What follows belongs to an exercise in optimizing a design on an open flow for small area, a short achievable clock period and few clock cycles; a production flow would make more cautious choices.
No functional check of the RTL was part of any run shown here.
Power figures rest on the tool's default switching activity, not on a simulated workload.

--- flow/design.v ---
`timescale 1ns / 1ps
module full_reciprocal(
input logic clk,
input logic rst,  
input logic start,
output logic ready,
input logic [15:0] input0,
output logic [23:0] output0  
);
localparam int FL = 16;           
localparam int XW = FL - 1;       
localparam int KMAX = 1 << (20 - FL);
logic          busy;   
logic          first;  
logic [15:0]   x;      
logic [XW:0]   p;      
logic [19:0]   q;      
logic [19:0]   res;    
assign output0 = {4'b0, res};
logic fast;
assign fast = |x[15:FL-1];
logic [KMAX+1:8] t;    
always_comb begin
	for (int k = 8; k <= KMAX; k++) t[k] = ({4'b0, x} <= 20'(524288 / k));
	t[KMAX+1] = 1'b0;
end
logic [19:0] fq;
always_comb begin
	fq = '0;
	for (int k = 8; k <= KMAX; k++)
		if (t[k] & ~t[k+1]) fq = fq | 20'(k);
end
logic [XW-1:0] xs;     
logic [XW-1:0] y;
logic [XW-1:0] msk;    
logic [XW-1:0] msb;    
logic [XW:0]   hi;     
logic [XW-1:0] lo;     
assign xs = x[XW-1:0];
assign y  = xs - 1'b1;
always_comb begin
	hi[XW] = 1'b0;
	for (int i = XW-1; i >= 0; i--) hi[i] = hi[i+1] | xs[i];
	lo[0] = 1'b0;
	for (int i = 1; i < XW; i++) lo[i] = lo[i-1] | xs[i-1];
	for (int i = 0; i < XW; i++) msk[i] = hi[i+1] | (xs[i] & lo[i]);
	msb = msk & ~(msk >> 1);
end
logic [XW-1:0] r1;
assign r1 = ~y & msk;
logic [XW+1:0] d2p;
logic [XW+2:0] d1, d2, d3;
logic [1:0]    qd;
logic [XW-1:0] r;
assign d2p = {p, 1'b0};
assign d1  = {1'b0, d2p} - {3'b0, xs};
assign d2  = {1'b0, d2p} - {2'b0, xs, 1'b0};
assign d3  = {1'b0, d2p} - {3'b0, xs} - {2'b0, xs, 1'b0};
always_comb begin
	if (!d3[XW+2])      begin qd = 2'd3; r = d3[XW-1:0]; end
	else if (!d2[XW+2]) begin qd = 2'd2; r = d2[XW-1:0]; end
	else if (!d1[XW+2]) begin qd = 2'd1; r = d1[XW-1:0]; end
	else                begin qd = 2'd0; r = d2p[XW-1:0]; end
end
logic fdone, sdone;
assign fdone = first & fast;
assign sdone = busy & ~first & (q[19] | q[18]);
always_ff @(posedge clk) begin
	if (!busy)
		x <= input0;
	if (first) begin
		p <= {r1, 1'b0};
		q <= {{(18-XW){1'b0}}, msb, ~msk[0], 1'b1};
	end else begin
		p <= {r, 1'b0};
		q <= {q[17:0], qd};
	end
	if (!rst) begin
		if (sdone)
			res <= q[19] ? {q[18:0], qd[1]} : {q[17:0], qd};
		else if (fdone)
			res <= fq;
	end
	if (rst) begin
		busy  <= 1'b0;
		first <= 1'b0;
		ready <= 1'b0;
	end else begin
		busy  <= busy ? ~(fdone | sdone) : start;
		first <= ~busy & start;
		ready <= fdone | sdone;
	end
end
endmodule
--- flow/run.sh ---
#!/bin/bash
# synth_recipe.tcl (not shown) runs the flow's synth.tcl, then flattens the netlist and writes it again
# the make line also repeats each setting of config.mk as NAME=value (left out here)
make -C /OpenROAD-flow-scripts/flow DESIGN_CONFIG=/design/flow/config.mk WORK_HOME=/design/flow/orfs CLKGATE_MAP_FILE= SYNTH_SCRIPT=/design/flow/synth_recipe.tcl finish
--- flow/config.mk ---
export PLATFORM = sky130hd
export DESIGN_NAME = full_reciprocal
export DESIGN_NICKNAME = full_reciprocal
export VERILOG_FILES = /design/flow/design.v
export SDC_FILE = /design/flow/constraint.sdc
export NUM_CORES = 4
export LEC_CHECK = 0
export CAP_MARGIN = 20
export CORE_MARGIN = 2
export CORE_UTILIZATION = 40
export SETUP_SLACK_MARGIN = 5
export SLEW_MARGIN = 20
--- flow/constraint.sdc ---
create_clock -name core_clock -period 8.0 [get_ports {clk}]
set_input_delay 1.6000 -clock core_clock [delete_from_list [all_inputs] [get_ports {clk}]]
set_output_delay 1.6000 -clock core_clock [all_outputs]
set_load 0.01 [all_outputs]
==> results.yml, run 1 <==
status:
  run_status: "complete, no violations"
sta:
  finalCriticalPeriod_ps: 4020
  tightest_slew_ps: 938
  max_freq_ghz: 0.249
  holdWs_ps: 475
  report.final.slew_viol_count: 0
  fin_crit_sh_pct: 50.2
  skew_ps: 10.1
  finalSetupTns_ps: 0
  relSlewSlack_pct: 37.4
  hold_violations: 0
  setup_viol: 0
  rsz0062_at_grt: "true"
clock_tree:
  hold_buffers: 0
  ctsRootBufferMaster: "clkbuf_16"
  htreeDepth: 3
  clock_sinks: 74
  clockBufferDepth: 2
  tritoncts: "yes"
  clk_pin_slew_ps: 60
  cts_buffers: 9
  clock_latency_ps: 330
setup_path:
  path_cells: "inv_2 > ha_4 > buf_6 > nor3b_4 > o221ai_4 > o211ai_1 > buf_4 > nand2_2 > o21bai_1 > a21oi_1 > xor2_1 > ha_1 > nand3_2 > o31ai_4 > buf_6 > a21oi_4 > buf_6 > o21bai_4 > nor2_4 > a211o_1"
  cp-end-kind: "register"
  crit_fanout: 6
  critPathBufInv: 5
  required_ps: 8220
  cp_common_cell: "buf_6"
  crit_path_start_kind: "register"
  crit_arrival_ps: 4240
  critPathTopFamily: "compound AO/OA/AOI/OAI gates"
  crit_slowest_cell: "edfxtp_1"
  max_stage_delay_ps: 390
  worstSetupPathType: "reg2reg"
cells_and_area:
  fillers: 1313
  num_antenna_cells: 0
  syn_to_final_growth_pct: 30.2
  fin_area_um2: 7830
  drive_gt1_share_pct: 21.8
  nets: 844
  final_cell_mix: "nor2_1, buf_4, nand2_1"
  final_common_cell: "nor2_1"
route:
  wl_per_cell_um: 19.7
  drt_iter0_markers: 580
  drtPass1Iterations: 5
  viasPerCell: 5.97
  ant_nets: 0
  drt_wl_total_um: 19000
  route.detailed.drc: 0
  vias: 5764
synth:
  yosysWarningCount: 1
  syn_avg_cell_area_um2: 8.73
  synthArstFlopShare_pct: 0
  synthCells: 689
  synth_flop_cell: "dfxtp_1"
  synth-edff-count: 36
  yosys.cell_types.count: 76
  synth_area_um2: 6020
  seq_area_frac_synth_pct: 30.6
  ys_ff_latch: 74
floorplanning:
  die-area_um2: 16000
  num_rows: 44
  die_width_um: 127
  die_y_um: 127
  start_util_pct: 41.2
  coreArea_um2: 14600
  boundaryPins: 44
min_path:
  holdCritPathClass: "reg2reg"
placed_design:
  gp_congestion: 0.965
  place_area_um2: 6630
  io_buffers: 39
  dp_hpwl_um: 13400
global_route:
  grt_pass1_vias: 5585
  track_usage_pct: 22.9
  overflow: 0
  grt_max_degree: 46
  grt_pass1_wl_um: 29300
  antenna_found_initial: 0
power:
  p_leak_nw: 3.07
  ir_worst_vdd_mv: 0.219
  powerDensity_nw_per_um2: 521
job:
  drv_cap: 0
synth_stat cells, types with 9 or more instances:
| master | number | share of area, % |
|---|---|---|
| nor2_1 | 69 | 4.3 |
| a21o_1 | 13 | 1.6 |
| ha_1 | 47 | 9.8 |
| o21a_1 | 13 | 1.6 |
| nand2_1 | 46 | 2.9 |
| o21ai_0 | 41 | 3.4 |
| dfxtp_1 | 38 | 13 |
| clkbuf_1 | 19 | 1.2 |
| nor2b_1 | 9 | 0.94 |
| mux2i_1 | 35 | 5.8 |
| a31oi_1 | 10 | 1.0 |
| edfxtp_1 | 36 | 18 |
| nor3_1 | 21 | 1.7 |
| a21oi_1 | 43 | 3.6 |
| xnor2_1 | 35 | 5.1 |
| nand3_1 | 21 | 1.7 |
| inv_1 | 31 | 1.9 |
metal layers:
layer / routed length (um) / up-vias / track usage (%)
met5: 0 / - / 0
met1: 8160 / 2708 / 30.1
met4: 633 / 0 / 6.85
li1: - / 2761 / -
met3: 1280 / 49 / 4.85
met2: 8890 / 246 / 38.0
metrics by stage:
stage | worst slack [ps] | utilization (%) | cells | power (mW)
4_1_cts | 3970 | 51.0 | 939 | 3.79
3_5_place_dp | 3090 | 45.4 | 886 | 2.91
5_1_grt | 3850 | 53.7 | 965 | 4.35
6_report | 3980 | 53.7 | 965 | 4.08
3_3_place_gp | 3260 | 45.4 | 886 | 2.87
2_1_floorplan | 4020 | - | 692 | 2.43
worst reg2reg max path, cell delays in order (launching register included):
cell	delay (ps)
edfxtp_1	390
inv_2	80
ha_4	280
buf_6	90
nor3b_4	260
o221ai_4	150
o211ai_1	200
buf_4	160
nand2_2	70
o21bai_1	200
a21oi_1	120
xor2_1	160
ha_1	330
nand3_2	110
o31ai_4	290
buf_6	150
a21oi_4	40
buf_6	140
o21bai_4	280
nor2_4	130
a211o_1	290
report_power, final:
group	total, mW	leakage (nW)	switching [mW]	internal (mW)
combinational	2.99	2.22	1.58	1.41
clock	0.495	0.177	0.157	0.338
sequential	0.597	0.668	0.0920	0.505
total	4.08	3.07	1.83	2.25
timing repair:
action / in CTS / in global routing
pin swaps: 18 / 26
setup buffers: 36 / 26
setup endpoints to repair: 19 / 23
gates resized for setup: 41 / 36
cloned: 1 / 0
state kept, by name, summed over array words and instances (netlist names):
name   count
first      1
q         20
busy       1
ready      1
p         15
res       20
x         16
final cells by class:
cell class	count	area (um^2)	share of cell area (%)
Sequential cell	74	1840	23.5
Multi-Input combinational cell	554	4330	55.3
Timing Repair Buffer	106	931	11.9
Clock inverter	6	138	1.76
Inverter	31	134	1.71
Tap cell	184	230	2.94
Clock buffer	10	229	2.92
final timing paths:
kind	from	endpoint	slack, ps	cells past startpoint
worst max-delay path	x[2]$_DFFE_PN_	p[5]$_DFF_P_	3980	20
worst min-delay path	q[11]$_DFF_P_	q[13]$_DFF_P_	480	2
worst max register to register	x[2]$_DFFE_PN_	p[5]$_DFF_P_	3980	20
worst min register to register	q[11]$_DFF_P_	q[13]$_DFF_P_	480	2
cells by family after synthesis:
| kind of cell | Yosys count | share of synthesized area [%] |
|---|---|---|
| muxes | 37 | 6.20 |
| other | 1 | 0.0623 |
| and+or+nand+nor | 207 | 16.2 |
| DFF | 74 | 30.6 |
| adders and majority gates | 49 | 10.4 |
| xor gates and xnor gates | 41 | 5.97 |
| AOI/OAI and AO/OA | 215 | 25.9 |
| buffers and inverters | 65 | 4.64 |
==> run 2: changes to the inputs <==
==> flow/design.v (replaced) <==
`timescale 1ns / 1ps
module full_reciprocal(
input logic clk,
input logic rst,  
input logic start,
output logic ready,
input logic [15:0] input0,
output logic [23:0] output0  
);
localparam int FL = 16;           
localparam int XW = FL - 1;       
localparam int KMAX = 1 << (20 - FL);
logic          busy;
logic [XW-1:0] x;      
logic [XW:0]   p;      
logic [19:0]   q;      
logic [19:0]   res;    
assign output0 = {4'b0, res};
logic fast;
assign fast = |input0[15:FL-1];
logic [KMAX+1:8] t;    
always_comb begin
	for (int k = 8; k <= KMAX; k++) t[k] = ({4'b0, input0} <= 20'(524288 / k));
	t[KMAX+1] = 1'b0;
end
logic [19:0] fq;
always_comb begin
	fq = '0;
	for (int k = 8; k <= KMAX; k++)
		if (t[k] & ~t[k+1]) fq = fq | 20'(k);
end
logic [XW:0] p0;
always_comb begin
	logic any;
	any = 1'b0;
	for (int i = XW; i >= 1; i--) begin
		p0[i] = input0[i-1] & ~any;
		any = any | input0[i-1];
	end
	p0[0] = ~any;
end
logic [XW+1:0] d2p;
logic [XW+2:0] d1, d2, d3;
logic [1:0]    qd;
logic [XW-1:0] r;
assign d2p = {p, 1'b0};
assign d1  = {1'b0, d2p} - {3'b0, x};
assign d2  = {1'b0, d2p} - {2'b0, x, 1'b0};
assign d3  = {1'b0, d2p} - {3'b0, x} - {2'b0, x, 1'b0};
always_comb begin
	if (!d3[XW+2])      begin qd = 2'd3; r = d3[XW-1:0]; end
	else if (!d2[XW+2]) begin qd = 2'd2; r = d2[XW-1:0]; end
	else if (!d1[XW+2]) begin qd = 2'd1; r = d1[XW-1:0]; end
	else                begin qd = 2'd0; r = d2p[XW-1:0]; end
end
logic        pow2;
logic [19:0] xrev;
always_ff @(posedge clk) pow2 <= (x & (x - 1'b1)) == '0;
always_comb begin
	xrev = '0;
	for (int i = 0; i < XW; i++) xrev[19-i] = x[i];
end
logic done;
assign done = busy & (q[19] | q[18]);
always_ff @(posedge clk) begin
	if (!busy) begin
		x <= input0[XW-1:0];
		p <= p0;
		q <= {{(19-XW){1'b0}}, p0};
	end else begin
		p <= {r, 1'b0};
		q <= {q[17:0], qd};
	end
	if (!rst) begin
		if (done)
			res <= pow2 ? xrev : q[19] ? {q[18:0], qd[1]} : {q[17:0], qd};
		else if (!busy && start && fast)
			res <= fq;
	end
	if (rst) begin
		busy  <= 1'b0;
		ready <= 1'b0;
	end else begin
		busy  <= busy ? ~done : start & ~fast;
		ready <= done | (~busy & start & fast);
	end
end
endmodule
==> results.yml, run 2 <==
status:
  run_status: "complete, no violations"
global_route:
  grt_pass1_wl_um: 28800
  antenna_found_initial: 0
  track_usage_pct: 23.3
  grt_pass1_vias: 5397
  grt_max_degree: 46
  overflow: 0
min_path:
  hp-start: "q[9]$_DFF_P_"
  holdCritPathClass: "reg2reg"
synth:
  yosysMostFrequentCell: "nand2_1"
  synth_flop_cell: "dfxtp_1"
  yosys.cell_types.count: 75
  synthArstFlopShare_pct: 0
  yosysWarningCount: 1
  ys_ff_latch: 74
  synth_area_leaders: "edfxtp_1, dfxtp_1, ha_1, a211oi_1, nand2_1"
  yosysTopAreaCellShare_pct: 18.0
  synth-edff-count: 35
  synth_top_area_cell: "edfxtp_1"
  syn_avg_cell_area_um2: 8.68
  seq_area_frac_synth_pct: 31.3
  synth_area_um2: 5850
  yosys-top-cells-count: "nand2_1, ha_1, dfxtp_1, nor2_1"
  synthCells: 674
sta:
  finalCriticalPeriod_ps: 4180
  finalSetupTns_ps: 0
  skew_ps: 9.23
  fin_crit_sh_pct: 52.3
  relSlewSlack_pct: 38.4
  max_freq_ghz: 0.239
  hold_violations: 0
  setup_viol: 0
  holdWs_ps: 475
  report.final.slew_viol_count: 0
  rsz0062_at_grt: "true"
  tightest_slew_ps: 923
floorplanning:
  die-area_um2: 15600
  num_rows: 44
  coreArea_um2: 14400
  die_width_um: 125
  start_util_pct: 40.6
  boundaryPins: 44
  die_y_um: 125
setup_path:
  r2r_slack_ps: 3820
  cp-end-kind: "register"
  crit_arrival_ps: 4250
  cp_common_cell: "o21a_1"
  path_cells: "buf_4 > fa_2 > nand2b_4 > a21o_1 > nand2_2 > xor2_2 > ha_2 > o21a_1 > o21a_1 > a41o_1 > a31o_1 > a221o_1 > a21oi_4 > o22ai_4 > o31ai_4 > o31ai_2"
  startpoint: "x[1]$_DFFE_PN_"
  critPathBufInv: 1
  critPathTopFamily: "compound AO/OA/AOI/OAI gates"
  r2r_end: "res[1]$_DFFE_PP_"
  crit_slowest_cell: "edfxtp_1"
  worstSetupPathType: "reg2reg"
  crit_path_start_kind: "register"
  cp_num_cells: 16
  r2r-start: "x[1]$_DFFE_PN_"
  max_stage_delay_ps: 450
  crit_fanout: 4
  r2r_cells: 16
  required_ps: 8060
  crit_end: "res[1]$_DFFE_PP_"
cells_and_area:
  seqCellArea_um2: 1830
  multiInputGateArea_um2: 4150
  final_common_cell: "nand2_1"
  final_cell_mix: "nand2_1, buf_4, dfxtp_1"
  drive_gt1_share_pct: 20.7
  nets: 801
  syn_to_final_growth_pct: 25.9
  num_antenna_cells: 0
  largestRegisters: "q: 20 flops, res: 20 flops, p: 16 flops"
  fillers: 1316
clock_tree:
  clock_latency_ps: 340
  clockBufferDepth: 2
  cts_buffers: 9
  htreeDepth: 3
  tritoncts: "yes"
  hold_buffers: 0
  clock_sinks: 74
  clk_pin_slew_ps: 60
  ctsRootBufferMaster: "clkbuf_16"
power:
  p_leak_nw: 2.89
  powerDensity_nw_per_um2: 328
  ir_worst_vdd_mv: 0.126
route:
  wl_per_cell_um: 20.0
  viasPerCell: 6.07
  drt_iter0_markers: 531
  drtPass1Iterations: 5
  route.detailed.drc: 0
  ant_nets: 0
  drt_wl_total_um: 18400
  vias: 5605
placed_design:
  dp_hpwl_um: 13100
  io_buffers: 39
  gp_congestion: 0.921
job:
  drv_cap: 0
## run 2: cell types whose count changed after synthesis, moves of 6 or more
cell / previous run / this run
mux2i_1: 35 / 19
clkbuf_1: 19 / 30
nor2b_1: 9 / 26
nor3_1: 21 / 13
a211oi_1: 7 / 35
xnor2_1: 35 / 21
o21ai_0: 41 / 30
nor2_1: 69 / 37
a21oi_1: 43 / 34
xor2_1: 6 / 14
o31ai_1: 6 / 12
nand2_1: 46 / 66
a31oi_1: 10 / 4
## run 2: per-stage QoR
| stage | util (%) | cells | area (um^2) | power [mW] | worst slack (ps) |
|---|---|---|---|---|---|
| finish | 51.0 | 924 | 7360 | 2.41 | 3820 |
| CTS | 50.5 | 918 | 7290 | 2.33 | 3890 |
| floorplan | - | 677 | 5960 | 1.43 | 4100 |
| global route | 51.0 | 924 | 7360 | 2.55 | 3670 |
| global placement | 44.6 | 865 | 6430 | 1.68 | 3360 |
| detailed placement | 44.6 | 865 | 6430 | 1.69 | 3240 |
## run 2: how the worst min path moves through the flow
stage | cells past startpoint | end | slack, ps
5_1_grt | 2 | q[4]$_DFF_P_ | 500
2_1_floorplan | 2 | q[5]$_DFF_P_ | 430
3_3_place_gp | 2 | q[13]$_DFF_P_ | 460
4_1_cts | 2 | q[7]$_DFF_P_ | 470
6_report | 2 | q[11]$_DFF_P_ | 470
3_5_place_dp | 2 | q[11]$_DFF_P_ | 460
## run 2: final cells by class
| cell class | count | share of cell area (%) |
|---|---|---|
| Clock buffer | 9 | 3.06 |
| Clock inverter | 7 | 0.952 |
| Inverter | 30 | 1.56 |
| Multi-Input combinational cell | 535 | 56.3 |
| Sequential cell | 74 | 24.9 |
| Tap cell | 184 | 3.13 |
| Timing Repair Buffer | 85 | 10.1 |
## run 2: cells by family after synthesis
group	Yosys count	synth area share [%]
DFF	74	31.3
buffers and inverters	69	4.81
and+or+nand+nor	210	17.8
AOI/OAI and AO/OA	217	26.8
adders and majority gates	49	10.8
xor gates and xnor gates	35	5.24
other	1	0.0641
muxes	19	3.25
## run 2: repair_timing
action / 4_1_cts / 5_1_grt
endpoints found under the setup margin: 53 / 25
resized for setup: 130 / 10
pin swaps: 25 / 18
buffers inserted: 36 / 6
gates cloned: 1 / 0
## run 2: tightest hold or removal path, stage by stage (launching register included)
cell	delay [ps]
dfxtp_1	320
nand2_1	60
nand2_1	50
## run 2: power breakdown
group          total [mW]  switching (mW)  internal (mW)
combinational        1.51           0.841          0.673
clock               0.407           0.167          0.240
sequential          0.489          0.0492          0.440
total                2.41            1.06           1.35
## run 2: per-layer routing
metal / part of all wire [%] / vias up / wire length (um) / global-route usage [%]
met1: 43 / 2644 / 7850 / 31.2
met3: 7.8 / 52 / 1430 / 4.88
met5: 0 / - / 0 / 0
met4: 3.6 / 0 / 667 / 9.15
li1: - / 2640 / - / -
met2: 46 / 269 / 8500 / 37.0
==> run 3: changes to the inputs <==
--- a/flow/design.v
+++ b/flow/design.v
@@ -39,20 +39,17 @@
 	end
 	p0[0] = ~any;
 end
-logic [XW+1:0] d2p;
-logic [XW+2:0] d1, d2, d3;
+logic [XW+1:0] da, db;
+logic          qa, qb;
+logic [XW-1:0] ra, rb;
 logic [1:0]    qd;
-logic [XW-1:0] r;
-assign d2p = {p, 1'b0};
-assign d1  = {1'b0, d2p} - {3'b0, x};
-assign d2  = {1'b0, d2p} - {2'b0, x, 1'b0};
-assign d3  = {1'b0, d2p} - {3'b0, x} - {2'b0, x, 1'b0};
-always_comb begin
-	if (!d3[XW+2])      begin qd = 2'd3; r = d3[XW-1:0]; end
-	else if (!d2[XW+2]) begin qd = 2'd2; r = d2[XW-1:0]; end
-	else if (!d1[XW+2]) begin qd = 2'd1; r = d1[XW-1:0]; end
-	else                begin qd = 2'd0; r = d2p[XW-1:0]; end
-end
+assign da = {1'b0, p} - {2'b0, x};
+assign qa = ~da[XW+1];
+assign ra = qa ? da[XW-1:0] : p[XW-1:0];
+assign db = {1'b0, ra, 1'b0} - {2'b0, x};
+assign qb = ~db[XW+1];
+assign rb = qb ? db[XW-1:0] : {ra[XW-2:0], 1'b0};
+assign qd = {qa, qb};
 logic        pow2;
 logic [19:0] xrev;
 always_ff @(posedge clk) pow2 <= (x & (x - 1'b1)) == '0;
@@ -68,7 +65,7 @@
 		p <= p0;
 		q <= {{(19-XW){1'b0}}, p0};
 	end else begin
-		p <= {r, 1'b0};
+		p <= {rb, 1'b0};
 		q <= {q[17:0], qd};
 	end
 	if (!rst) begin
--- a/flow/config.mk
+++ b/flow/config.mk
@@ -8,5 +8,5 @@
 export CAP_MARGIN = 20
 export CORE_MARGIN = 2
 export CORE_UTILIZATION = 40
-export SETUP_SLACK_MARGIN = 5
+export SETUP_SLACK_MARGIN = 4.5
 export SLEW_MARGIN = 20
==> results.yml, run 3 <==
route:
  wl_per_cell_um: 19.0
  route.detailed.drc: 0
  drt_iter0_markers: 364
  dr.max_layer_used: "met4"
  drt_wl_total_um: 15000
  wl_met1_um: 6730
  wl_met2_um: 7170
  drtPass1Iterations: 5
  vias: 4611
  ant_nets: 0
  wl_met3_um: 653
  viasPerCell: 5.84
synth:
  syn_avg_cell_area_um2: 9.08
  synth_flop_cell: "dfxtp_1"
  yosysMostFrequentCell: "dfxtp_1"
  seq_area_frac_synth_pct: 36.5
  synthArstFlopShare_pct: 0
  synth_area_leaders: "edfxtp_1, dfxtp_1, ha_1, a211oi_1, a21oi_1"
  yosysTopAreaCellShare_pct: 21.0
  synth_area_um2: 5010
  synth-edff-count: 35
  ys_ff_latch: 74
  yosys.cell_types.count: 64
  yosys-top-cells-count: "dfxtp_1, edfxtp_1, a21oi_1, nand2_1"
  synth_top_area_cell: "edfxtp_1"
  synthCells: 552
  yosysWarningCount: 1
cells_and_area:
  fillers: 1127
  drive_gt1_share_pct: 21.6
  multiInputGateArea_um2: 3320
  seqCellArea_um2: 1830
  largestRegisters: "q: 20 flops, res: 20 flops, p: 16 flops"
  num_antenna_cells: 0
  final_cell_mix: "dfxtp_1, buf_4, edfxtp_1"
  final_common_cell: "dfxtp_1"
  nets: 666
  syn_to_final_growth_pct: 30.3
power:
  p_leak_nw: 2.66
  powerDensity_nw_per_um2: 343
  ir_worst_vdd_mv: 0.170
sta:
  relSlewSlack_pct: 57.0
  max_freq_ghz: 0.222
  report.final.slew_viol_count: 0
  setup_viol: 0
  rsz0062_at_grt: "true"
  holdWs_ps: 459
  finalCriticalPeriod_ps: 4500
  skew_ps: 8.64
  tightest_slew_ps: 643
  setup_slack_ps: 3500
  finalSetupTns_ps: 0
  hold_violations: 0
  fin_crit_sh_pct: 56.3
floorplanning:
  die-area_um2: 13400
  boundaryPins: 44
  coreArea_um2: 12100
  num_rows: 40
  die_y_um: 116
  die_width_um: 116
  start_util_pct: 41.4
clock_tree:
  clk_pin_slew_ps: 70
  clockBufferDepth: 2
  hold_buffers: 0
  htreeDepth: 3
  tritoncts: "yes"
  clock_latency_ps: 340
  clock_sinks: 74
  cts_buffers: 9
  ctsRootBufferMaster: "clkbuf_16"
placed_design:
  gp_congestion: 0.910
  dp_hpwl_um: 10400
  io_buffers: 39
  dp_slack_ps: 2540
setup_path:
  path_cells: "ha_4 > fa_2 > nor2b_4 > o31ai_4 > a21oi_2 > o21a_2 > a21o_4 > mux2i_4 > ha_4 > nor2b_4 > o31a_1 > o41ai_4 > a31oi_2 > a41o_1 > a211o_4 > mux2_2 > a32o_1"
  startpoint: "x[0]$_DFFE_PN_"
  crit_fanout: 7
  cp-end-kind: "register"
  crit_slowest_cell: "edfxtp_1"
  crit_arrival_ps: 4730
  crit_path_start_kind: "register"
  worstSetupPathType: "reg2reg"
  required_ps: 8230
  max_stage_delay_ps: 460
  r2r-start: "x[0]$_DFFE_PN_"
global_route:
  track_usage_pct: 21.9
  grt_pass1_wl_um: 22700
  antenna_found_initial: 0
  grt_max_degree: 42
  overflow: 0
  grt_pass1_vias: 4401
min_path:
  holdCritPathClass: "reg2reg"
  hp-start: "q[10]$_DFF_P_"
job:
  drv_cap: 0
status:
  run_status: "complete, no violations"
[run 3: cell count changes after synthesis, sizes merged, moves of 6 or more]
cell	previous run	this run
xor2	14	4
ha	44	29
o31ai	13	7
clkbuf	30	24
xnor2	21	14
nand2	66	33
o211ai	12	2
nor2b	26	20
mux2i	19	11
mux2	0	11
[run 3: per-layer routing]
metal | up-vias | GRT usage [%]
li1 | 2210 | -
met1 | 2248 | 28.9
met2 | 124 | 36.0
met3 | 29 | 3.87
met4 | 0 | 8.33
met5 | - | 0
[run 3: cell families after synthesis]
| group | share of synthesized area [%] |
|---|---|
| simple gates | 17.3 |
| compound gates | 25.3 |
| mux | 4.67 |
| flops | 36.5 |
| fa+ha+maj | 8.24 |
| other cells | 0.0748 |
| buf+inv | 4.82 |
| xor+xnor | 3.14 |
[run 3: report_power, final]
group          leakage (nW)  internal (mW)  switching, mW
registers             0.661          0.440         0.0327
logic                  1.86          0.669          0.682
clock network         0.135          0.244          0.175
[run 3: path summary, 6_finish.rpt]
path,to,slack (ps),depth (start not counted)
hold / removal,q[12]$_DFF_P_,460,2
setup reg to reg,p[11]$_DFF_P_,3500,17
setup / recovery,p[11]$_DFF_P_,3500,17
hold reg to reg,q[12]$_DFF_P_,460,2
[run 3: area by class of cell]
cell class              count  share of cell area [%]
clock inverters             7                    1.19
multi-input cells         422                    50.8
well taps                 168                    3.22
flip-flops and latches     74                    28.0
repair buffers             82                    11.7
clock buffers               9                    3.45
inverters                  27                    1.55
[run 3: through the flow]
step / instance area, um^2 / std cells / total power [mW] / util, %
after detailed placement: 5570 / 734 / 1.45 / 46.0
after global routing: 6530 / 789 / 2.37 / 53.9
after CTS: 6160 / 770 / 2.05 / 50.9
after floorplan: 5080 / 555 / 1.27 / -
final: 6530 / 789 / 2.24 / 53.9
after global placement: 5570 / 734 / 1.43 / 46.0
[run 3: timing repair]
action,4_1_cts,5_1_grt
setup endpoints to repair,23,23
gates cloned,1,0
hold endpoints to repair,0,0
pin swaps,20,21
resized for setup,34,45
buffers inserted,19,19
[run 3: worst max-delay path: cells and delay by family (launching register included)]
| kind | cells | cell delay (ps) |
|---|---|---|
| flip-flops | 1 | 460 |
| adder cells (fa/ha/maj) | 3 | 830 |
| AND/OR/NAND/NOR | 2 | 270 |
| multiplexers | 2 | 570 |
| AO/OA/AOI/OAI | 10 | 2240 |
==> run 4: changes to the inputs <==
--- a/flow/config.mk
+++ b/flow/config.mk
@@ -8,5 +8,5 @@
 export CAP_MARGIN = 20
 export CORE_MARGIN = 2
 export CORE_UTILIZATION = 40
-export SETUP_SLACK_MARGIN = 4.5
+export SETUP_SLACK_MARGIN = 5
 export SLEW_MARGIN = 20
==> results.yml, run 4 <==
synth:
  syn_avg_cell_area_um2: 9.08
  synthArstFlopShare_pct: 0
  synth_flop_cell: "dfxtp_1"
  synth_area_um2: 5010
  yosys.cell_types.count: 64
  synth-edff-count: 35
  yosysMostFrequentCell: "dfxtp_1"
  yosysTopAreaCellShare_pct: 21.0
  seq_area_frac_synth_pct: 36.5
  yosysWarningCount: 1
  ys_ff_latch: 74
  synth_top_area_cell: "edfxtp_1"
  yosys-top-cells-count: "dfxtp_1, edfxtp_1, a21oi_1, nand2_1"
  synth_area_leaders: "edfxtp_1, dfxtp_1, ha_1, a211oi_1, a21oi_1"
  synthCells: 552
sta:
  finalSetupTns_ps: 0
  rsz0062_at_grt: "true"
  skew_ps: 8.37
  relSlewSlack_pct: 45.5
  fin_crit_sh_pct: 57.5
  hold_violations: 0
  max_freq_ghz: 0.217
  tightest_slew_ps: 817
  finalCriticalPeriod_ps: 4600
  setup_viol: 0
  report.final.slew_viol_count: 0
floorplanning:
  die-area_um2: 13400
  coreArea_um2: 12100
  num_rows: 40
  die_y_um: 116
  die_width_um: 116
  start_util_pct: 41.4
  boundaryPins: 44
cells_and_area:
  num_antenna_cells: 0
  largestRegisters: "q: 20 flops, res: 20 flops, p: 16 flops"
  syn_to_final_growth_pct: 29.2
  final_common_cell: "dfxtp_1"
  fillers: 1118
  drive_gt1_share_pct: 23.4
  final_cell_mix: "dfxtp_1, buf_4, edfxtp_1"
  nets: 664
setup_path:
  critPathTopFamily: "compound AO/OA/AOI/OAI gates"
  max_stage_delay_ps: 630
  cp-end-kind: "register"
  worstSetupPathType: "reg2reg"
  cp_common_cell: "o21a_1"
  crit_path_start_kind: "register"
  critPathBufInv: 2
  path_cells: "inv_1 > ha_4 > o21a_1 > o31ai_4 > a21oi_2 > o21a_2 > buf_4 > a21oi_1 > o21ai_0 > ha_1 > and2_1 > o21a_1 > a41o_4 > a211o_4 > mux2_4 > a32o_1"
  required_ps: 8230
  crit_arrival_ps: 4830
  crit_fanout: 6
  crit_slowest_cell: "a21oi_1"
global_route:
  grt_max_degree: 42
  grt_pass1_wl_um: 23400
  grt_pass1_vias: 4414
  overflow: 0
  antenna_found_initial: 0
  track_usage_pct: 22.7
status:
  run_status: "complete, no violations"
placed_design:
  gp_congestion: 0.901
  dp_hpwl_um: 10400
  io_buffers: 39
power:
  powerDensity_nw_per_um2: 346
  p_total_mw: 2.24
  p_leak_nw: 2.54
  ir_worst_vdd_mv: 0.157
clock_tree:
  tritoncts: "yes"
  clk_pin_slew_ps: 60
  htreeDepth: 3
  clock_latency_ps: 340
  clockBufferDepth: 2
  cts_buffers: 9
  clock_sinks: 74
  ctsRootBufferMaster: "clkbuf_16"
route:
  drt_iter0_markers: 407
  drt_wl_total_um: 15000
  viasPerCell: 5.91
  drtPass1Iterations: 9
  route.detailed.drc: 0
  wl_per_cell_um: 19.1
  ant_nets: 0
  vias: 4655
min_path:
  holdCritPathClass: "reg2reg"
job:
  drv_cap: 0
run 4: cell counts after synthesis:
No cell type changed its count.
run 4: worst paths after layout:
kind | startpoint | to | slack (ps) | cells after the start
max | x[4]$_DFFE_PN_ | p[11]$_DFF_P_ | 3400 | 16
min | q[8]$_DFF_P_ | q[10]$_DFF_P_ | 460 | 2
max reg2reg | x[4]$_DFFE_PN_ | p[11]$_DFF_P_ | 3400 | 16
min reg2reg | q[8]$_DFF_P_ | q[10]$_DFF_P_ | 460 | 2
run 4: per-stage QoR:
stage / std cells / hold slack [ps] / utilization, % / instance area (um^2) / setup slack (ps)
after floorplan: 555 / 440 / - / 5120 / 3500
after global placement: 734 / 456 / 46.2 / 5600 / 2640
after detailed placement: 734 / 452 / 46.2 / 5600 / 2540
after CTS: 774 / 463 / 51.6 / 6250 / 3380
after global routing: 787 / 484 / 53.5 / 6480 / 3270
final: 787 / 464 / 53.5 / 6480 / 3400
run 4: metal layers:
metal	up-vias	part of all wire (%)	GRT usage (%)
li1	2217	-	-
met1	2217	45	30.2
met2	189	46	36.3
met3	32	5.6	4.39
met4	0	3.4	9.37
met5	-	0	0
run 4: layout make-up:
class	count	area [um^2]	share of cell area, %
Clock buffer	9	225	3.48
Clock inverter	7	118	1.82
Inverter	27	104	1.60
Multi-Input combinational cell	423	3320	51.2
Sequential cell	74	1830	28.3
Tap cell	168	210	3.25
Timing Repair Buffer	79	671	10.4
run 4: power breakdown:
part / switching, mW / internal (mW)
clock: 0.161 / 0.304
combinational: 0.676 / 0.631
sequential: 0.0314 / 0.440
run 4: worst register-to-register path: cells and delay by family (launching register included):
kind / cells / cell delay (ps)
mux: 1 / 310
buf+inv: 2 / 430
flops: 1 / 450
compound gates: 10 / 2530
fa+ha+maj: 2 / 600
simple gates: 1 / 180
run 4: timing repair:
item                                    4_1_cts  5_1_grt
resized for setup                            63       50
pin swaps                                    11       16
hold buffers                                  0        0
gates cloned                                  2        0
endpoints found under the setup margin       50       24
setup buffers                                22       13
endpoints found under the hold margin         0        0
run 4: kinds of logic after synthesis:
kind of cell | synth area share [%]
compound gates | 25.3
xor+xnor | 3.14
fa+ha+maj | 8.24
buf+inv | 4.82
flops | 36.5
mux | 4.67
other cells | 0.0748
simple gates | 17.3
==> run 5: changes to the inputs <==
==> flow/design.v (replaced) <==
`timescale 1ns / 1ps
module full_reciprocal(
input logic clk,
input logic rst,  
input logic start,
output logic ready,
input logic [15:0] input0,
output logic [23:0] output0  
);
localparam int FL = 16;           
localparam int XW = FL - 1;       
localparam int KMAX = 1 << (20 - FL);
logic          busy;
logic [XW-1:0] x;      
logic [XW:0]   p;      
logic [19:0]   q;      
logic [19:0]   res;    
assign output0 = {4'b0, res};
logic fast;
assign fast = |input0[15:FL-1];
logic [KMAX+1:8] t;    
always_comb begin
	for (int k = 8; k <= KMAX; k++) t[k] = ({4'b0, input0} <= 20'(524288 / k));
	t[KMAX+1] = 1'b0;
end
logic [19:0] fq;
always_comb begin
	fq = '0;
	for (int k = 8; k <= KMAX; k++)
		if (t[k] & ~t[k+1]) fq = fq | 20'(k);
end
logic [XW-1:0] xi;     
logic [XW:0]   ihi;    
logic [XW-1:0] ilo;    
logic [XW-1:0] imsk;   
logic [XW:0]   p0;
assign xi = input0[XW-1:0];
always_comb begin
	ihi[XW] = 1'b0;
	for (int i = XW-1; i >= 0; i--) ihi[i] = ihi[i+1] | xi[i];
	ilo[0] = 1'b0;
	for (int i = 1; i < XW; i++) ilo[i] = ilo[i-1] | xi[i-1];
	for (int i = 0; i < XW; i++) imsk[i] = ihi[i+1] | (xi[i] & ilo[i]);
	p0 = {imsk, 1'b1} & ~{1'b0, imsk};
end
logic [XW+1:0] diff;
logic          qb;
logic [XW-1:0] r;
assign diff = {1'b0, p} - {2'b0, x};
assign qb   = ~diff[XW+1];
assign r    = qb ? diff[XW-1:0] : p[XW-1:0];
logic done;
assign done = busy & q[19];
always_ff @(posedge clk) begin
	if (!busy) begin
		x <= input0[XW-1:0];
		p <= p0;
		q <= {{(19-XW){1'b0}}, p0};
	end else begin
		p <= {r, 1'b0};
		q <= {q[18:0], qb};
	end
	if (!rst) begin
		if (done)
			res <= {q[18:0], qb};
		else if (!busy && start && fast)
			res <= fq;
	end
	if (rst) begin
		busy  <= 1'b0;
		ready <= 1'b0;
	end else begin
		busy  <= busy ? ~q[19] : start & ~fast;
		ready <= done | (~busy & start & fast);
	end
end
endmodule
==> results.yml, run 5 <==
status:
  run_status: "complete, no violations"
global_route:
  overflow: 0
  grt_pass1_wl_um: 17400
  grt_max_degree: 39
  track_usage_pct: 19.5
  grt_pass1_vias: 3406
  antenna_found_initial: 0
clock_tree:
  hold_buffers: 0
  clockBufferDepth: 2
  clk_pin_slew_ps: 90
  cts_buffers: 9
  tritoncts: "yes"
  clock_sinks: 73
  clock_latency_ps: 350
  htreeDepth: 3
  ctsRootBufferMaster: "clkbuf_8"
synth:
  synth_flop_cell: "dfxtp_1"
  seq_area_frac_synth_pct: 43.0
  yosys-top-cells-count: "nand2_1, dfxtp_1, edfxtp_1, nor2_1, a21oi_1"
  synthCells: 452
  synth_area_um2: 4210
  synth-edff-count: 35
  yosysTopAreaCellShare_pct: 25.0
  synth_top_area_cell: "edfxtp_1"
  synth_area_leaders: "edfxtp_1, dfxtp_1, ha_1, a21oi_1, nand2_1"
  synthArstFlopShare_pct: 0
  syn_avg_cell_area_um2: 9.32
  yosys.cell_types.count: 68
  yosysMostFrequentCell: "nand2_1"
  ys_ff_latch: 73
  yosysWarningCount: 1
sta:
  fin_crit_sh_pct: 38.4
  rsz0062_at_grt: "true"
  tightest_slew_ps: 704
  relSlewSlack_pct: 53.0
  finalCriticalPeriod_ps: 3080
  report.final.slew_viol_count: 0
  max_freq_ghz: 0.325
  hold_violations: 0
  setup_viol: 0
  finalSetupTns_ps: 0
  skew_ps: 9.08
setup_path:
  required_ps: 8080
  crit_path_start_kind: "primary input"
  crit_fanout: 6
  worstSetupPathType: "in2reg"
  cp-end-kind: "register"
  crit_arrival_ps: 3160
placed_design:
  gp_congestion: 0.931
  dp_hpwl_um: 7640
  io_buffers: 39
cells_and_area:
  final_common_cell: "buf_4"
  syn_to_final_growth_pct: 29.0
  num_antenna_cells: 0
  drive_gt1_share_pct: 22.5
  largestRegisters: "q: 20 flops, res: 20 flops, p: 16 flops"
  nets: 550
  final_cell_mix: "buf_4, nand2_1, dfxtp_1"
route:
  route.detailed.drc: 0
  drt_iter0_markers: 193
  vias: 3681
  ant_nets: 0
  viasPerCell: 5.61
  wl_per_cell_um: 17.2
  drt_wl_total_um: 11300
  drtPass1Iterations: 6
power:
  powerDensity_nw_per_um2: 168
  sw_frac_of_total_pct: 31.1
  p_switching_uw: 283
  p_comb_share_pct: 23.7
  clockPowerShare_pct: 30.4
  p_total_uw: 911
  seqPwrFrac_pct: 46.0
  ir_worst_vdd_mv: 0.0754
  cell_internal_pwr_uw: 628
  p_leak_nw: 2.22
floorplanning:
  die-area_um2: 11400
  boundaryPins: 44
  die_width_um: 107
  coreArea_um2: 10300
  die_y_um: 107
  start_util_pct: 41.0
  num_rows: 37
min_path:
  holdCritPathClass: "reg2reg"
job:
  drv_cap: 0
==> run 5: cell types whose count changed in the layout (fill, tap and decap cells not counted), sizes merged, moves of 8 or more <==
cell,before,now
a211oi,33,4
ha,29,15
mux2,11,0
buf,43,57
and3,8,16
nor2b,20,7
==> run 5: power groups by stage <==
stage                     logic (mW)  registers [mW]  clock network, mW
after floorplan                0.133           0.426                  0
after global placement         0.174           0.427                  0
after detailed placement       0.176           0.428                  0
after CTS                      0.190           0.419              0.282
after global routing           0.234           0.421              0.297
final                          0.216           0.419              0.277
==> run 5: logic make-up (layout without fill, tap and decap cells) <==
group / Yosys count / count (layout) / share of synthesized area, %
compound gates: 114 / 114 / 18.3
xor+xnor: 10 / 10 / 2.08
fa+ha+maj: 16 / 16 / 4.93
buf+inv: 58 / 123 / 6.68
flops: 73 / 73 / 43.0
mux: 10 / 10 / 2.38
other cells: 1 / 4 / 0.0890
simple gates: 170 / 170 / 22.5
==> run 5: path summary, 6_finish.rpt <==
check	from	to	slack, ps	cells past startpoint
max	input0[10]	res[1]$_DFFE_PP_	4920	9
min	q[11]$_DFF_P_	q[12]$_DFF_P_	450	2
max reg2reg	x[0]$_DFFE_PN_	p[13]$_DFF_P_	5270	11
min reg2reg	q[11]$_DFF_P_	q[12]$_DFF_P_	450	2
==> run 5: critical path: stages <==
cell and delay [ps]:
buf_12 110, or3b_4 420, nor4_4 310, buf_4 160
a21oi_2 50, a21oi_2 230, nor2b_1 80, a21oi_1 120
a21oi_1 70
==> run 5: area by class of cell <==
type | instances | area (um^2)
Clock buffer | 9 | 124
Inverter | 27 | 101
Timing Repair Buffer | 80 | 797
Tap cell | 136 | 170
Clock inverter | 7 | 63.8
Multi-Input combinational cell | 324 | 2360
Sequential cell | 73 | 1810
Fill cell | 965 | 4840
==> run 5: metrics by stage <==
step	setup slack, ps	cells	hold slack (ps)	area (um^2)	util [%]
floorplan	4650	455	420	4270	-
global placement	3720	601	431	4660	45.3
detailed placement	3650	601	440	4660	45.3
CTS	4950	639	452	5150	50.1
global route	4870	656	472	5430	52.9
finish	4920	656	452	5430	52.9
==> run 5: layer usage <==
| layer | up-vias | GRT usage, % | routed length, um |
|---|---|---|---|
| li1 | 1777 | - | - |
| met1 | 1759 | 26.0 | 5060 |
| met2 | 117 | 32.2 | 5370 |
| met3 | 28 | 3.28 | 550 |
| met4 | 0 | 6.31 | 292 |
| met5 | - | 0 | 0 |
==> run 5: what timing repair did <==
item / CTS / global route
setup buffers: 22 / 17
endpoints found under the setup margin: 57 / 24
pin swaps: 16 / 12
gates resized for setup: 138 / 28
==> run 6: changes to the inputs <==
--- a/flow/design.v
+++ b/flow/design.v
@@ -29,6 +29,17 @@
 	for (int k = 8; k <= KMAX; k++)
 		if (t[k] & ~t[k+1]) fq = fq | 20'(k);
 end
+logic [33:16] t2;      
+always_comb begin
+	for (int k = 16; k <= 32; k++) t2[k] = ({5'b0, x} <= 20'(524288 / k));
+	t2[33] = 1'b0;
+end
+logic [19:0] fq2;
+always_comb begin
+	fq2 = '0;
+	for (int k = 16; k <= 32; k++)
+		if (t2[k] & ~t2[k+1]) fq2 = fq2 | 20'(k);
+end
 logic [XW-1:0] xi;     
 logic [XW:0]   ihi;    
 logic [XW-1:0] ilo;    
@@ -49,8 +60,9 @@
 assign diff = {1'b0, p} - {2'b0, x};
 assign qb   = ~diff[XW+1];
 assign r    = qb ? diff[XW-1:0] : p[XW-1:0];
-logic done;
-assign done = busy & q[19];
+logic done, done2;
+assign done  = busy & q[19];
+assign done2 = busy & x[XW-1];
 always_ff @(posedge clk) begin
 	if (!busy) begin
 		x <= input0[XW-1:0];
@@ -61,7 +73,9 @@
 		q <= {q[18:0], qb};
 	end
 	if (!rst) begin
-		if (done)
+		if (done2)
+			res <= fq2;
+		else if (done)
 			res <= {q[18:0], qb};
 		else if (!busy && start && fast)
 			res <= fq;
@@ -70,8 +84,8 @@
 		busy  <= 1'b0;
 		ready <= 1'b0;
 	end else begin
-		busy  <= busy ? ~q[19] : start & ~fast;
-		ready <= done | (~busy & start & fast);
+		busy  <= busy ? ~(done | done2) : start & ~fast;
+		ready <= done | done2 | (~busy & start & fast);
 	end
 end
 endmodule
==> results.yml, run 6 <==
status:
  run_status: "complete, no violations"
route:
  ant_nets: 0
  drt_wl_total_um: 16100
  route.detailed.drc: 0
  vias: 4895
  drtPass1Iterations: 6
  drt_iter0_markers: 606
  wl_per_cell_um: 20.4
  viasPerCell: 6.20
setup_path:
  critPathTopFamily: "simple AND/OR/NAND/NOR gates"
  crit_path_start_kind: "primary input"
  path_cells: "buf_8 > or3_4 > or4_4 > or2_4 > buf_4 > nor4_4 > and2b_1 > o21ai_2 > mux2_4"
  crit_slowest_cell: "or4_4"
  max_stage_delay_ps: 430
  crit_arrival_ps: 3640
  crit_fanout: 9
  required_ps: 8220
  critPathBufInv: 2
  cp-end-kind: "register"
  worstSetupPathType: "in2reg"
global_route:
  grt_pass1_wl_um: 25000
  track_usage_pct: 24.6
  antenna_found_initial: 0
  grt_pass1_vias: 4577
  overflow: 0
  grt_max_degree: 41
sta:
  setup_slack_ps: 4570
  finalSetupTns_ps: 0
  skew_ps: 5.42
  max_freq_ghz: 0.292
  hold_violations: 0
  tightest_slew_ps: 705
  setup_viol: 0
  rsz0062_at_grt: "true"
  relSlewSlack_pct: 52.4
  report.final.slew_viol_count: 0
  finalCriticalPeriod_ps: 3430
  fin_crit_sh_pct: 42.8
synth:
  synth_area_um2: 4930
  synth_xor_area_share_pct: 1.78
  yosysTopAreaCellShare_pct: 21.3
  yosys.area_share.simple_pct: 27.5
  yosys-top-cells-count: "nand2_1, nor2_1, o21ai_0, dfxtp_1, edfxtp_1"
  synth_top_area_cell: "edfxtp_1"
  seq_area_frac_synth_pct: 36.8
  synth-compound-area-share_pct: 21.4
  yosysWarningCount: 1
  synth_area_leaders: "edfxtp_1, dfxtp_1, nand2_1, nor2_1, o21ai_0"
  yosys.area_share.adder_pct: 4.21
  synth-edff-count: 35
  syn_avg_cell_area_um2: 8.33
  ys_ff_latch: 73
  synth_flop_cell: "dfxtp_1"
  synthCells: 592
  synthArstFlopShare_pct: 0
  yosys.cell_types.count: 86
  synth_top_family_by_area: "simple AND/OR/NAND/NOR gates"
  yosysMostFrequentCell: "nand2_1"
  synth.mux.area_fraction_pct: 2.13
cells_and_area:
  largestRegisters: "q: 20 flops, res: 20 flops, p: 16 flops"
  drive_gt1_share_pct: 20.6
  nets: 672
  fin_area_um2: 6200
  num_antenna_cells: 0
  finalNonFillerCells: 789
  final_common_cell: "nand2_1"
  final_cell_mix: "nand2_1, nor2_1, dfxtp_1"
  syn_to_final_growth_pct: 25.8
placed_design:
  io_buffers: 39
  dp_hpwl_um: 11300
  dp.cells: 738
  gp_congestion: 1.02
  dp_slack_ps: 3400
  place_area_um2: 5350
floorplanning:
  die_y_um: 115
  die-area_um2: 13200
  boundaryPins: 44
  start_util_pct: 41.0
  num_rows: 40
  coreArea_um2: 12000
  die_width_um: 115
power:
  p_leak_nw: 2.40
  p_total_mw: 1.08
  powerDensity_nw_per_um2: 174
  ir_worst_vdd_mv: 0.0972
clock_tree:
  clock_latency_ps: 330
  hold_buffers: 0
  tritoncts: "yes"
  clk_pin_slew_ps: 60
  ctsRootBufferMaster: "clkbuf_16"
  htreeDepth: 3
  cts_buffers: 9
  clockBufferDepth: 2
  clock_sinks: 73
job:
  drv_cap: 0
min_path:
  holdCritPathClass: "reg2reg"
[run 6: power breakdown]
group / leakage [nW] / internal [mW] / switching, mW
Sequential: 0.657 / 0.409 / 0.0202
Combinational: 1.59 / 0.0865 / 0.132
Clock: 0.153 / 0.275 / 0.159
[run 6: worst reg2reg max path, cell delays in order (launching register included)]
cell and delay, ps:
edfxtp_1 450, inv_1 160, ha_1 290, nor2b_2 180, o31a_1 370, o2111ai_2 270
a21oi_2 130, o221ai_4 250, nand2_4 120, buf_4 170, mux2i_1 100, o21ai_0 300
[run 6: cell type report]
class                           instances  area (um^2)
Clock buffer                           10          229
Clock inverter                          6         90.1
Fill cell                            1135         5810
Inverter                               22         82.6
Multi-Input combinational cell        456         3130
Sequential cell                        73         1810
Tap cell                              147          184
Timing Repair Buffer                   75          674
[run 6: logic make-up after synthesis]
logic type,after synthesis
fa+ha+maj,16
simple gates,262
other cells,1
xor+xnor,10
compound gates,153
flops,73
buf+inv,67
mux,10
[run 6: path summary, 6_finish.rpt]
path | startpoint | to | slack (ps) | depth (start not counted)
max | input0[0] | q[14]$_DFF_P_ | 4570 | 9
min | q[9]$_DFF_P_ | q[10]$_DFF_P_ | 440 | 2
max reg2reg | x[2]$_DFFE_PN_ | p[5]$_DFF_P_ | 5090 | 11
min reg2reg | q[9]$_DFF_P_ | q[10]$_DFF_P_ | 440 | 2
[run 6: routing by layer]
layer	share of wire (%)	vias to the layer above	track usage (%)
met3	6.7	36	4.01
li1	-	2292	-
met1	44	2325	34.6
met4	3.2	0	8.84
met5	0	-	0
met2	46	242	38.3
[run 6: metrics by stage]
step / hold slack, ps / utilization [%]
6_report: 441 / 51.6
5_1_grt: 459 / 51.6
3_5_place_dp: 438 / 44.6
2_1_floorplan: 421 / -
4_1_cts: 452 / 49.7
3_3_place_gp: 432 / 44.6
[run 6: timing repair]
action	CTS	global route
endpoints found under the setup margin	57	53
pin swaps	20	26
endpoints found under the hold margin	0	0
setup buffers	19	15
cloned	1	0
gates resized for setup	101	49
==> run 7: changes to the inputs <==
--- a/flow/design.v
+++ b/flow/design.v
@@ -12,7 +12,7 @@
 localparam int KMAX = 1 << (20 - FL);
 logic          busy;
 logic [XW-1:0] x;      
-logic [XW:0]   p;      
+logic [XW-1:0] p;      
 logic [19:0]   q;      
 logic [19:0]   res;    
 assign output0 = {4'b0, res};
@@ -40,26 +40,32 @@
 	for (int k = 16; k <= 32; k++)
 		if (t2[k] & ~t2[k+1]) fq2 = fq2 | 20'(k);
 end
-logic [XW-1:0] xi;     
-logic [XW:0]   ihi;    
-logic [XW-1:0] ilo;    
-logic [XW-1:0] imsk;   
-logic [XW:0]   p0;
-assign xi = input0[XW-1:0];
+localparam int SW = XW - 1;       
+logic [SW-1:0] xs;
+logic [SW:0]   p0;
+assign xs = x[SW-1:0];
 always_comb begin
-	ihi[XW] = 1'b0;
-	for (int i = XW-1; i >= 0; i--) ihi[i] = ihi[i+1] | xi[i];
-	ilo[0] = 1'b0;
-	for (int i = 1; i < XW; i++) ilo[i] = ilo[i-1] | xi[i-1];
-	for (int i = 0; i < XW; i++) imsk[i] = ihi[i+1] | (xi[i] & ilo[i]);
-	p0 = {imsk, 1'b1} & ~{1'b0, imsk};
+	logic any;
+	any = 1'b0;
+	for (int i = SW; i >= 1; i--) begin
+		p0[i] = input0[i-1] & ~any;
+		any = any | input0[i-1];
+	end
+	p0[0] = ~any;
 end
-logic [XW+1:0] diff;
+logic [SW+1:0] diff;
 logic          qb;
-logic [XW-1:0] r;
-assign diff = {1'b0, p} - {2'b0, x};
-assign qb   = ~diff[XW+1];
-assign r    = qb ? diff[XW-1:0] : p[XW-1:0];
+logic [SW-1:0] r;
+assign diff = {1'b0, p} - {2'b0, xs};
+assign qb   = ~diff[SW+1];
+assign r    = qb ? diff[SW-1:0] : p[SW-1:0];
+logic        pow2;
+logic [19:0] xrev;
+always_ff @(posedge clk) pow2 <= (xs & (xs - 1'b1)) == '0;
+always_comb begin
+	xrev = '0;
+	for (int i = 0; i < SW; i++) xrev[19-i] = xs[i];
+end
 logic done, done2;
 assign done  = busy & q[19];
 assign done2 = busy & x[XW-1];
@@ -67,7 +73,7 @@
 	if (!busy) begin
 		x <= input0[XW-1:0];
 		p <= p0;
-		q <= {{(19-XW){1'b0}}, p0};
+		q <= {{(19-SW){1'b0}}, p0};
 	end else begin
 		p <= {r, 1'b0};
 		q <= {q[18:0], qb};
@@ -76,7 +82,7 @@
 		if (done2)
 			res <= fq2;
 		else if (done)
-			res <= {q[18:0], qb};
+			res <= pow2 ? xrev : {q[18:0], qb};
 		else if (!busy && start && fast)
 			res <= fq;
 	end
==> results.yml, run 7 <==
status:
  run_status: "complete, no violations"
global_route:
  track_usage_pct: 27.4
  grt_pass1_vias: 4678
  grt_pass1_wl_um: 27000
  overflow: 0
  grt_max_degree: 44
  antenna_found_initial: 0
route:
  drt_wl_total_um: 17300
  drtPass1Iterations: 5
  wl_per_cell_um: 22.9
  drt_iter0_markers: 393
  ant_nets: 0
  route.detailed.drc: 0
  viasPerCell: 6.42
  vias: 4831
sta:
  max_freq_ghz: 0.325
  holdWs_ps: 457
  relSlewSlack_pct: 32.6
  hold_violations: 0
  report.final.slew_viol_count: 0
  finalCriticalPeriod_ps: 3080
  tightest_slew_ps: 1010
  setup_viol: 0
  skew_ps: 7.96
  fin_crit_sh_pct: 38.4
  setup_slack_ps: 4920
  finalSetupTns_ps: 0
  rsz0062_at_grt: "true"
setup_path:
  startpoint: "input0[11]"
  crit_slowest_cell: "clkdlybuf4s18_2"
  crit_path_start_kind: "primary input"
  r2r_end: "res[0]$_DFFE_PP_"
  crit_arrival_ps: 3150
  required_ps: 8080
  r2r_cells: 9
  path_cells: "clkdlybuf4s18_2 > nor2b_4 > and3b_1 > a41oi_1 > nand2_1 > a21oi_1 > nor4_2 > a211oi_1"
  critPathTopFamily: "simple AND/OR/NAND/NOR gates"
  r2r-start: "x[11]$_DFFE_PN_"
  cp-end-kind: "register"
  r2r_slack_ps: 5080
  crit_fanout: 12
  worstSetupPathType: "in2reg"
  cp_num_cells: 8
  critPathBufInv: 1
  max_stage_delay_ps: 340
  crit_end: "res[0]$_DFFE_PP_"
cells_and_area:
  fillers: 1171
  syn_to_final_growth_pct: 21.3
  nets: 635
  final_util_pct: 49.4
  largestRegisters: "q: 20 flops, res: 20 flops"
  drive_gt1_share_pct: 14.4
  final_cell_mix: "nor2_1, nand2_1, dfxtp_1"
  num_antenna_cells: 0
  fin_area_um2: 5890
  final_common_cell: "nor2_1"
  finalNonFillerCells: 753
  seqCellArea_um2: 1810
  multiInputGateArea_um2: 2920
min_path:
  holdCritPathClass: "reg2reg"
  whs_path_depth: 2
  hp-start: "q[5]$_DFF_P_"
clock_tree:
  clk_pin_slew_ps: 60
  hold_buffers: 0
  ctsRootBufferMaster: "clkbuf_16"
  clock_sinks: 73
  clock_latency_ps: 350
  clockBufferDepth: 2
  cts_buffers: 9
  tritoncts: "yes"
  htreeDepth: 3
power:
  p_leak_nw: 2.10
  sw_frac_of_total_pct: 28.9
  p_switching_uw: 325
  p_comb_share_pct: 20.0
  seqPwrFrac_pct: 37.9
  clockPowerShare_pct: 42.1
  ir_worst_vdd_mv: 0.159
  powerDensity_nw_per_um2: 191
  cell_internal_pwr_uw: 798
  p_total_mw: 1.12
synth:
  synthCells: 568
  syn_avg_cell_area_um2: 8.54
  synthArstFlopShare_pct: 0
  synth_area_leaders: "edfxtp_1, dfxtp_1, nor2_1, nand2_1, mux2i_1"
  synth_flop_cell: "dfxtp_1"
  ys_ff_latch: 73
  yosys-top-cells-count: "nor2_1, nand2_1, dfxtp_1, edfxtp_1, clkbuf_1"
  yosysWarningCount: 1
  yosys.cell_types.count: 78
  synth-edff-count: 35
  synth_top_area_cell: "edfxtp_1"
  seq_area_frac_synth_pct: 37.3
  yosysMostFrequentCell: "nor2_1"
  yosysTopAreaCellShare_pct: 21.7
  synth_area_um2: 4850
placed_design:
  dp.cells: 716
  io_buffers: 39
  dp_hpwl_um: 12000
  place_area_um2: 5300
  dp_slack_ps: 3950
  gp_congestion: 0.985
floorplanning:
  die_y_um: 114
  die-area_um2: 13000
  num_rows: 40
  boundaryPins: 44
  die_width_um: 114
  start_util_pct: 40.7
  coreArea_um2: 11900
job:
  drv_cap: 0
-- run 7: changes by cell type after synthesis, sizes merged, moves of 6 or more --
cell    previous run  this run
a21o               7         1
buf               11        18
clkbuf            34        27
mux2i              9        18
nand2             68        53
nand2b            11         5
nor4              15         9
o21ai             43        30
o311ai             5        13
or3                8         2
-- run 7: what timing repair did --
item	4_1_cts	5_1_grt
cloned	1	0
setup endpoints to repair	47	12
pin swaps	8	3
buffers inserted	15	5
resized for setup	72	21
-- run 7: worst min-delay path by stage --
stage                       end  slack, ps
3_3_place_gp   q[16]$_SDFF_PN0_        440
4_1_cts            q[6]$_DFF_P_        460
2_1_floorplan      q[4]$_DFF_P_        420
6_report           q[6]$_DFF_P_        460
3_5_place_dp   q[18]$_SDFF_PN0_        450
5_1_grt        q[18]$_SDFF_PN0_        500
-- run 7: worst reg2reg max path, delay by kind of cell (launching register included) --
family / cells / cell delay (ps)
buffers and inverters: 2 / 380
AOI/OAI and AO/OA: 4 / 930
and+or+nand+nor: 2 / 300
adders and majority gates: 1 / 420
DFF: 1 / 720
-- run 7: kinds of logic (layout without fill, tap and decap cells) --
| logic type | after synthesis | after routing | synth area share [%] |
|---|---|---|---|
| AO/OA/AOI/OAI | 152 | 152 | 22.5 |
| XOR/XNOR | 8 | 8 | 1.44 |
| multiplexers | 19 | 19 | 3.95 |
| flip-flops | 73 | 73 | 37.3 |
| adder cells (fa/ha/maj) | 17 | 17 | 4.44 |
| buffers and inverters | 67 | 101 | 5.93 |
| other | 1 | 4 | 0.0773 |
| AND/OR/NAND/NOR | 231 | 232 | 24.3 |
-- run 7: area by class of cell --
cell class / instances / share of cell area, %
Tap cell: 147 / 3.12
Multi-Input combinational cell: 432 / 49.6
Clock inverter: 6 / 1.93
Clock buffer: 10 / 3.89
Sequential cell: 73 / 30.8
Timing Repair Buffer: 63 / 9.20
Inverter: 22 / 1.47
-- run 7: per-layer routing --
layer	routed length [um]	global-route usage, %	vias up	share of wire [%]
met5	0	0	-	0
met2	7880	43.3	272	46
met4	999	16.8	0	5.8
met3	1310	4.55	61	7.6
met1	7070	35.2	2280	41
li1	-	-	2218	-
-- run 7: power groups by stage --
stage               combinational (mW)  clock, mW  sequential (mW)
global placement                 0.183          0            0.448
detailed placement               0.183          0            0.447
global route                     0.241      0.493            0.427
CTS                              0.211      0.479            0.427
floorplan                        0.140          0            0.427
finish                           0.224      0.472            0.426
==> run 8: changes to the inputs <==
--- a/flow/design.v
+++ b/flow/design.v
@@ -42,17 +42,18 @@
 end
 localparam int SW = XW - 1;       
 logic [SW-1:0] xs;
-logic [SW:0]   p0;
+logic [SW-1:0] xi;     
+logic [SW-1:0] msk;    
+logic [SW-1:0] msb;    
+logic [SW-1:0] r1;
 assign xs = x[SW-1:0];
+assign xi = input0[SW-1:0];
 always_comb begin
-	logic any;
-	any = 1'b0;
-	for (int i = SW; i >= 1; i--) begin
-		p0[i] = input0[i-1] & ~any;
-		any = any | input0[i-1];
-	end
-	p0[0] = ~any;
+	msk[SW-1] = xi[SW-1];
+	for (int i = SW-2; i >= 0; i--) msk[i] = msk[i+1] | xi[i];
+	msb = xi & ~(msk >> 1);
 end
+assign r1 = (-xi) & msk;
 logic [SW+1:0] diff;
 logic          qb;
 logic [SW-1:0] r;
@@ -72,8 +73,8 @@
 always_ff @(posedge clk) begin
 	if (!busy) begin
 		x <= input0[XW-1:0];
-		p <= p0;
-		q <= {{(19-SW){1'b0}}, p0};
+		p <= {r1, 1'b0};
+		q <= {{(18-SW){1'b0}}, msb, 2'b01};
 	end else begin
 		p <= {r, 1'b0};
 		q <= {q[18:0], qb};
==> results.yml, run 8 <==
clock_tree:
  ctsRootBufferMaster: "clkbuf_16"
  clockBufferDepth: 2
  clk_pin_slew_ps: 60
  htreeDepth: 3
  clock_sinks: 72
  tritoncts: "yes"
  cts_buffers: 9
  hold_buffers: 0
  clock_latency_ps: 330
synth:
  yosysWarningCount: 1
  yosysTopAreaCellShare_pct: 20.4
  synthCells: 625
  syn_avg_cell_area_um2: 8.24
  synthArstFlopShare_pct: 0
  synth-edff-count: 35
  yosys-top-cells-count: "nand2_1, nor2_1, dfxtp_1, clkbuf_1, edfxtp_1"
  synth_flop_cell: "dfxtp_1"
  synth_area_leaders: "edfxtp_1, dfxtp_1, nand2_1, nor2_1, ha_1"
  seq_area_frac_synth_pct: 34.8
  synth_top_area_cell: "edfxtp_1"
  yosys.cell_types.count: 75
  yosysMostFrequentCell: "nand2_1"
  ys_ff_latch: 72
  synth_area_um2: 5150
setup_path:
  startpoint: "input0[9]"
  r2r_cells: 8
  r2r_slack_ps: 5080
  r2r_end: "res[0]$_DFFE_PP_"
  crit_arrival_ps: 3320
  r2r-start: "x[8]$_DFFE_PN_"
  worstSetupPathType: "in2reg"
  crit_fanout: 15
  cp-end-kind: "register"
  required_ps: 8170
  crit_path_start_kind: "primary input"
  crit_end: "res[1]$_DFFE_PP_"
route:
  vias: 5325
  ant_nets: 0
  viasPerCell: 6.27
  wl_per_cell_um: 21.0
  drt_wl_total_um: 17800
  route.detailed.drc: 0
  drtPass1Iterations: 6
  drt_iter0_markers: 562
cells_and_area:
  final_cell_mix: "nand2_1, nor2_1, buf_4"
  nets: 707
  syn_to_final_growth_pct: 24.9
  drive_gt1_share_pct: 19.4
  final_common_cell: "nand2_1"
  fin_area_um2: 6430
  finalNonFillerCells: 849
  fillers: 1174
  num_antenna_cells: 0
  largestRegisters: "q: 20 flops, res: 20 flops, x: 15 flops"
job:
  drv_cap: 0
sta:
  max_freq_ghz: 0.318
  tightest_slew_ps: 827
  fin_crit_sh_pct: 39.4
  hold_violations: 0
  skew_ps: 8.90
  finalCriticalPeriod_ps: 3150
  relSlewSlack_pct: 44.8
  setup_slack_ps: 4850
  report.final.slew_viol_count: 0
  rsz0062_at_grt: "true"
  finalSetupTns_ps: 0
  setup_viol: 0
placed_design:
  dp_slack_ps: 3700
  dp.cells: 791
  gp_congestion: 0.994
  dp_hpwl_um: 11900
  io_buffers: 39
  place_area_um2: 5660
power:
  powerDensity_nw_per_um2: 172
  p_switching_uw: 361
  cell_internal_pwr_uw: 743
  p_comb_share_pct: 27.5
  p_leak_nw: 2.34
  ir_worst_vdd_mv: 0.104
  clockPowerShare_pct: 33.4
  sw_frac_of_total_pct: 32.7
  seqPwrFrac_pct: 39.2
global_route:
  track_usage_pct: 25.1
  top_usage_layer: "met2"
  grt_max_degree: 33
  grt_pass1_wl_um: 27600
  antenna_found_initial: 0
  grt_use_met2_pct: 39.7
  grt.met1_usage_pct: 34.4
  met3_usage_pct: 3.73
  overflow: 0
  grt_pass1_vias: 5004
floorplanning:
  num_rows: 41
  start_util_pct: 41.0
  die_y_um: 117
  coreArea_um2: 12600
  die-area_um2: 13800
  boundaryPins: 44
  die_width_um: 117
min_path:
  whs_path_depth: 2
  holdCritPathClass: "reg2reg"
status:
  run_status: "complete, no violations"
run 8: cell count changes after synthesis, sizes merged, moves of 8 or more:
| cell | delta |
|---|---|
| nand2 | +14 |
| clkbuf | +8 |
| nor3 | +15 |
| or2 | +9 |
| o211ai | -9 |
| o311ai | -8 |
| nand3 | -8 |
| a21oi | +12 |
run 8: critical path, cell delays in order:
cell	delay (ps)
buf_4	200
nor4bb_1	290
nand4_1	210
nor4_2	360
a311oi_1	120
o211a_1	250
o211a_1	130
nor3_2	140
run 8: layout make-up:
class	count	area, um^2	area share, %
flip-flops and latches	72	1790	27.9
well taps	172	215	3.35
clock inverters	6	43.8	0.681
multi-input cells	478	3280	51.0
inverters	26	97.6	1.52
clock buffers	10	229	3.56
repair buffers	85	773	12.0
run 8: power by group through the flow:
stage                     logic [mW]  clock network, mW  registers, mW
after global placement         0.247                  0          0.453
after detailed placement       0.250                  0          0.454
after floorplan                0.199                  0          0.428
final                          0.303              0.368          0.432
after CTS                      0.283              0.371          0.434
after global routing           0.328              0.387          0.434
run 8: per-stage QoR:
step | power (mW) | util (%) | hold WS, ps
6_report | 1.10 | 51.1 | 458
5_1_grt | 1.15 | 51.1 | 486
4_1_cts | 1.09 | 49.5 | 461
3_5_place_dp | 0.704 | 45.0 | 446
3_3_place_gp | 0.700 | 45.0 | 438
2_1_floorplan | 0.627 | - | 422
run 8: what timing repair did:
| item | in CTS | in global routing |
|---|---|---|
| setup buffers | 29 | 13 |
| setup endpoints to repair | 50 | 19 |
| resized for setup | 116 | 30 |
| pin swaps | 16 | 14 |
run 8: logic make-up after synthesis:
| group | Yosys count | synth area share (%) |
|---|---|---|
| buffers and inverters | 78 | 6.20 |
| XOR/XNOR | 9 | 1.53 |
| AO/OA/AOI/OAI | 160 | 21.7 |
| multiplexers | 19 | 3.74 |
| AND/OR/NAND/NOR | 268 | 27.6 |
| other | 1 | 0.0728 |
| adder cells (fa/ha/maj) | 18 | 4.42 |
| flip-flops | 72 | 34.8 |
run 8: worst min path at each step:
stage                                 from          endpoint  slack, ps
after floorplan               q[9]$_DFF_P_     q[10]$_DFF_P_        420
after global placement    q[16]$_SDFF_PN0_  q[17]$_SDFF_PN0_        440
after detailed placement     q[11]$_DFF_P_     q[12]$_DFF_P_        450
after CTS                    q[11]$_DFF_P_     q[12]$_DFF_P_        460
after global routing         q[10]$_DFF_P_     q[11]$_DFF_P_        490
final                        q[11]$_DFF_P_     q[12]$_DFF_P_        460
run 8: per-layer routing:
layer	up-vias	share of wire [%]
li1	2440	-
met1	2561	43
met2	270	46
met3	54	7.6
met4	0	3.8
met5	-	0

re-timing with driven ports:
The results above use ideal ports. As a check the final layouts listed here were re-extracted and re-timed, cells and wires unchanged. Step 1, drivers: a clkbuf_16 drives clk and a buf_2 each remaining input, both assumed. Step 2 times the ports against the registers' clock, not the clock port: input delays grow and output delays shrink by t, the midpoint of the rising clock arrivals with the driver on. Three values: ideal ports, drivers, drivers and shift; two values: the first two.
run | shift t [ns] | setup WS [ns] | worst data-port slew with drivers (ns) | cell pins on the clock port's net
run 1 | 0.359 | 3.980 / 3.980 / 3.980 | 0.04 | 1
run 2 | 0.375 | 3.815 / 3.815 / 3.815 | 0.06 | 1
run 3 | 0.374 | 3.499 / 3.499 / 3.499 | 0.03 | 1
run 4 | 0.369 | 3.399 / 3.399 / 3.399 | 0.03 | 1
run 5 | 0.378 | 4.924 / 4.911 / 4.533 | 0.07 | 1
run 6 | 0.363 | 4.575 / 4.562 / 4.199 | 0.06 | 1
run 7 | 0.384 | 4.924 / 4.938 / 4.554 | 0.03 | 1
run 8 | 0.367 | 4.852 / 4.867 / 4.499 | 0.07 | 1
After both steps setup and hold are still met in every run listed. The setup slack of run 5, which loses most, moves by -0.013 ns with the drivers and by -0.391 ns with both steps.
